Context: an optimization exercise on an open-source flow, tuned for small area. The choices shown serve that exercise and are no tape-out recipe. In this exercise RTL edits were held to simulation tests only and were not proved equivalent to the original. Power figures rest on the tool's default switching activity, not on a simulated workload.

P:
## br_compositor
module br_compositor(
	input wire clk,
	input wire [ 3: 0] status,
	input wire video_on,
	input wire [ 9: 0] pixel_x, pixel_y,
	input wire btn_pos, mycar_pos, explode_pos, game_over_pos, score_pos,
	input wire btn_visible, explode_visible,
	input wire obstacle_pos0, obstacle_pos1, obstacle_pos2, obstacle_pos3, obstacle_pos4,
	input wire digit_pos0, digit_pos1, digit_pos2, digit_pos3,
	input wire [31:0] scroll,
	input wire [11:0] back_data, btn_data, side_data, mycar_data, explode_data, game_over_data, score_data,
	input wire [11:0] obstacle_data0, obstacle_data1, obstacle_data2, obstacle_data3, obstacle_data4,
	input wire [11:0] digit_data0, digit_data1, digit_data2, digit_data3,
	output reg [ 3: 0] red, green, blue
	);
Size: ~280 I/O pins, roughly 3000 µm² of cells after synthesis.
==> flow/config.mk <==
export PLATFORM = sky130hd
export DESIGN_NAME = br_compositor
export DESIGN_NICKNAME = br_compositor
export VERILOG_FILES = /design/flow/design.v
export SDC_FILE = /design/flow/constraint.sdc
export NUM_CORES = 4
export LEC_CHECK = 0
export CAP_MARGIN = 5
export CORE_MARGIN = 2
export CORE_UTILIZATION = 40
export CTS_BUF_LIST = sky130_fd_sc_hd__clkbuf_4
export GPL_TIMING_DRIVEN = 0
export SLEW_MARGIN = 0
==> flow/constraint.sdc <==
create_clock -name core_clock -period 40.0 [get_ports {clk}]
set_input_delay 8.0000 -clock core_clock [delete_from_list [all_inputs] [get_ports {clk}]]
set_output_delay 8.0000 -clock core_clock [all_outputs]
set_load 0.01 [all_outputs]
standard.sh (not shown) runs the stock make flow with config.mk's settings and CLKGATE_MAP_FILE= SYNTH_SCRIPT=/design/flow/synth_recipe.tcl, a recipe that flattens the netlist after the stock synthesis.
==> flow/flow/run.sh <==
#!/bin/bash
# The standard layout (standard.sh) with these changes:
#  - synthesis skips the quick ABC pre-mapping inside Yosys's "synth -run fine:"
#    (synth -noabc), so extract_fa sees the RTL's adder structure and leaves no
#    inverters around the full adders;
#  - the final ABC mapping uses the area-oriented script flow/area.abc
#    (the standard flow's synthesis script otherwise unchanged: same passes, flatten, rename);
#  - the port buffers use the smallest buffer cell;
#  - clock tree synthesis without dummy loads.
set -euo pipefail
W=$(pwd)
sed -e "s|^\(\s*\)log_cmd abc {\*}\$abc_args|\1log_cmd abc -script $W/flow/area.abc {*}[lrange \$abc_args 2 end]|" \
    -e "s|-run fine: {\*}\$synth_full_args|-run fine: -noabc {*}\$synth_full_args|" \
  "$FLOW_HOME/scripts/synth.tcl" > "$W/synth_custom.tcl"
grep -q "flow/area.abc" "$W/synth_custom.tcl"
grep -q "run fine: -noabc" "$W/synth_custom.tcl"
sed "s|\$::env(SCRIPTS_DIR)/synth.tcl|$W/synth_custom.tcl|" "$W/synth_recipe.tcl" > "$W/synth_recipe_custom.tcl"
grep -q "synth_custom.tcl" "$W/synth_recipe_custom.tcl"
bash standard.sh "SYNTH_SCRIPT=$W/synth_recipe_custom.tcl" \
  "BUFFER_PORTS_ARGS=-buffer_cell sky130_fd_sc_hd__buf_1" \
  "CTS_ARGS=-sink_clustering_enable -repair_clock_nets -buf_list sky130_fd_sc_hd__clkbuf_4 -dont_use_dummy_load" finish > "$W/make_finish.log" 2>&1
==> flow/flow/area.abc <==
strash
&get -n
&st
&dc2
&dch -f
&nf -R 1000 -C 32 -F 8
&put
mfs2 -a
strash
&get -n
&st
&dc2
&dch -f
&nf -R 1000 -C 32 -F 8
&put
mfs2 -a
strash
&get -n
&st
&dc2
&dch -f
&nf -R 1000 -C 32 -F 8
&put
mfs2 -a
strash
&get -n
&st
&dch -f
&nf -R 1000 -C 32 -F 8
&put
topo
#### Input delta (Q over P)
-- flow/flow/run.sh --
<<< P, line 1
#!/bin/bash
# The standard layout (standard.sh) with these changes:
#  - synthesis skips the quick ABC pre-mapping inside Yosys's "synth -run fine:"
>>> Q, line 1
#!/bin/bash
# The standard layout (standard.sh) with three changes:
#  - synthesis skips the quick ABC pre-mapping inside Yosys's "synth -run fine:"
<<< P, line 7
#    (the standard flow's synthesis script otherwise unchanged: same passes, flatten, rename);
#  - the port buffers use the smallest buffer cell;
#  - clock tree synthesis without dummy loads.
set -euo pipefail
>>> Q, line 7
#    (the standard flow's synthesis script otherwise unchanged: same passes, flatten, rename);
#  - the port buffers use the smallest buffer cell.
set -euo pipefail
<<< P, line 19
bash standard.sh "SYNTH_SCRIPT=$W/synth_recipe_custom.tcl" \
  "BUFFER_PORTS_ARGS=-buffer_cell sky130_fd_sc_hd__buf_1" \
  "CTS_ARGS=-sink_clustering_enable -repair_clock_nets -buf_list sky130_fd_sc_hd__clkbuf_4 -dont_use_dummy_load" finish > "$W/make_finish.log" 2>&1
>>> Q, line 18
bash standard.sh "SYNTH_SCRIPT=$W/synth_recipe_custom.tcl" \
  "BUFFER_PORTS_ARGS=-buffer_cell sky130_fd_sc_hd__buf_1" finish > "$W/make_finish.log" 2>&1
==> flow/flow/area.abc <==
strash
&get -n
&st
&dc2
&dch -f
&nf -R 1000
&put
mfs2 -a
strash
&get -n
&st
&dch -f
&nf -R 1000
&put
topo
### Flow results
- Comparing P with Q, the clock sink count came out essentially unchanged.
- Q vs P, post-synthesis compound-gate area fraction went down by 1.2 points.
- Power: Q vs P down 2.1%
- Delta (Q minus P): time the worst path needs with I/O delays and setup has decreased, fraction of cell area in non-clock buffers has decreased.
- Q against P: maximum cell stage delay along the critical path went down by 40 ps; number of buffers other than clock buffers in the final layout saw an increase.
Here is what was changed in the inputs of R compared with Q.
- swapping 0 for 10 in SLEW_MARGIN
- swapping 5 for 10 in CAP_MARGIN
-- flow/flow/run.sh --
<<< Q, line 7
#    (the standard flow's synthesis script otherwise unchanged: same passes, flatten, rename);
#  - the port buffers use the smallest buffer cell.
set -euo pipefail
>>> R, line 7
#    (the standard flow's synthesis script otherwise unchanged: same passes, flatten, rename);
#  - the port buffers use the smallest buffer cell;
#  - clock tree synthesis without sink clustering or dummy loads (12 registers).
set -euo pipefail
<<< Q, line 18
bash standard.sh "SYNTH_SCRIPT=$W/synth_recipe_custom.tcl" \
  "BUFFER_PORTS_ARGS=-buffer_cell sky130_fd_sc_hd__buf_1" finish > "$W/make_finish.log" 2>&1
>>> R, line 19
bash standard.sh "SYNTH_SCRIPT=$W/synth_recipe_custom.tcl" \
  "BUFFER_PORTS_ARGS=-buffer_cell sky130_fd_sc_hd__buf_1" \
  "CTS_ARGS=-buf_list sky130_fd_sc_hd__clkbuf_4 -root_buf sky130_fd_sc_hd__clkbuf_4 -dont_use_dummy_load -repair_clock_nets" finish > "$W/make_finish.log" 2>&1
==> comparison <==
The period utilization on R is in line with that on Q. Reported for R and Q, combined area of all synthesized cells turned out identical to the last digit. R vs. Q: routed wire length level, routed length on met3 moved up, sequential share of layout area level, area overhead of the layout relative to synthesis moved up, non-clock buffer count moved down. Residual DRC count: R vs Q identical.
[inputs] S vs R
- putting PLACE_DENSITY at 0.75 where nothing was set
- swapping 10 for 0 in SLEW_MARGIN
- swapping 40 for 65 in CORE_UTILIZATION
- swapping 10 for 5 in CAP_MARGIN
-- flow/flow/run.sh --
<<< R, line 1
#!/bin/bash
# The standard layout (standard.sh) with three changes:
#  - synthesis skips the quick ABC pre-mapping inside Yosys's "synth -run fine:"
>>> S, line 1
#!/bin/bash
# The standard layout (standard.sh) with these changes:
#  - synthesis skips the quick ABC pre-mapping inside Yosys's "synth -run fine:"
==> flow/flow/area.abc <==
strash
&get -n
&st
&dc2
&dch -f
&nf -R 1000 -C 32 -F 8
&put
mfs2 -a
strash
&get -n
&st
&dc2
&dch -f
&nf -R 1000 -C 32 -F 8
&put
mfs2 -a
strash
&get -n
&st
&dc2
&dch -f
&nf -R 1000 -C 32 -F 8
&put
mfs2 -a
strash
&get -n
&st
&dch -f
&nf -R 1000 -C 32 -F 8
&put
topo
==> run notes <==
Diff R -> S: share of the synthesized area in compound gates (AO/OA/AOI/OAI) climbed 1.2 points, area fraction in and, or, nand and nor cells after synthesis dropped 0.87 points.
Synthesized area (S vs. R) decreases slightly
S | ERROR | I/O pin placement
Re post-synth net total: S and R aren't equal, and the lower value belongs to S.
> inputs changed (S -> T)
- removing PLACE_DENSITY (formerly 0.75)
- changing CORE_UTILIZATION from 65 to 40
Notes after the runs:
The final layout from T, which completed every stage, passed the timing, DRC and antenna checks at the end of the flow. Looking at horizontal die dimension, T sits above S. Adder and majority cell fraction of the synthesized area: S vs T identical. Diff S..T | instance count of the mapped netlist | unchanged. Taking S over T, the number of rows in the core area ratio works out to 0.77. S -> T: share of synthesized area spent on multiplexers delta 0, exact match. Starting utilization of the core area (T over S): decrease, 27 points.

## static timing again, ports no longer ideal
The flow's constraints put no driver on any port. The routed layouts listed below were extracted and timed again, unchanged, in two steps.
Step 1 sets driving cells, clkbuf_16 on the clock port and buf_2 on the other inputs (assumed; they add their load-dependent delay and slew).
Step 2, shift: input delay + t, output delay - t, t = (earliest + latest rising clock arrival at the registers) / 2. This alone moves slack from input paths to output paths.
a / b / c = ideal / step 1 / step 2; a / b = the first two.
run | t (ns) | setup WS [ns] | worst setup path after step 2
P | 0.279 | 22.390 / 22.387 / 22.108 | input to register
Q | 0.273 | 22.639 / 22.635 / 22.362 | input to register
R | 0.284 | 22.670 / 22.668 / 22.384 | input to register
T | 0.279 | 22.390 / 22.387 / 22.108 | input to register
After both steps every run listed still meets setup and hold. The setup slack of R, which loses most, moves by -0.002 ns with the drivers and by -0.286 ns with both steps.
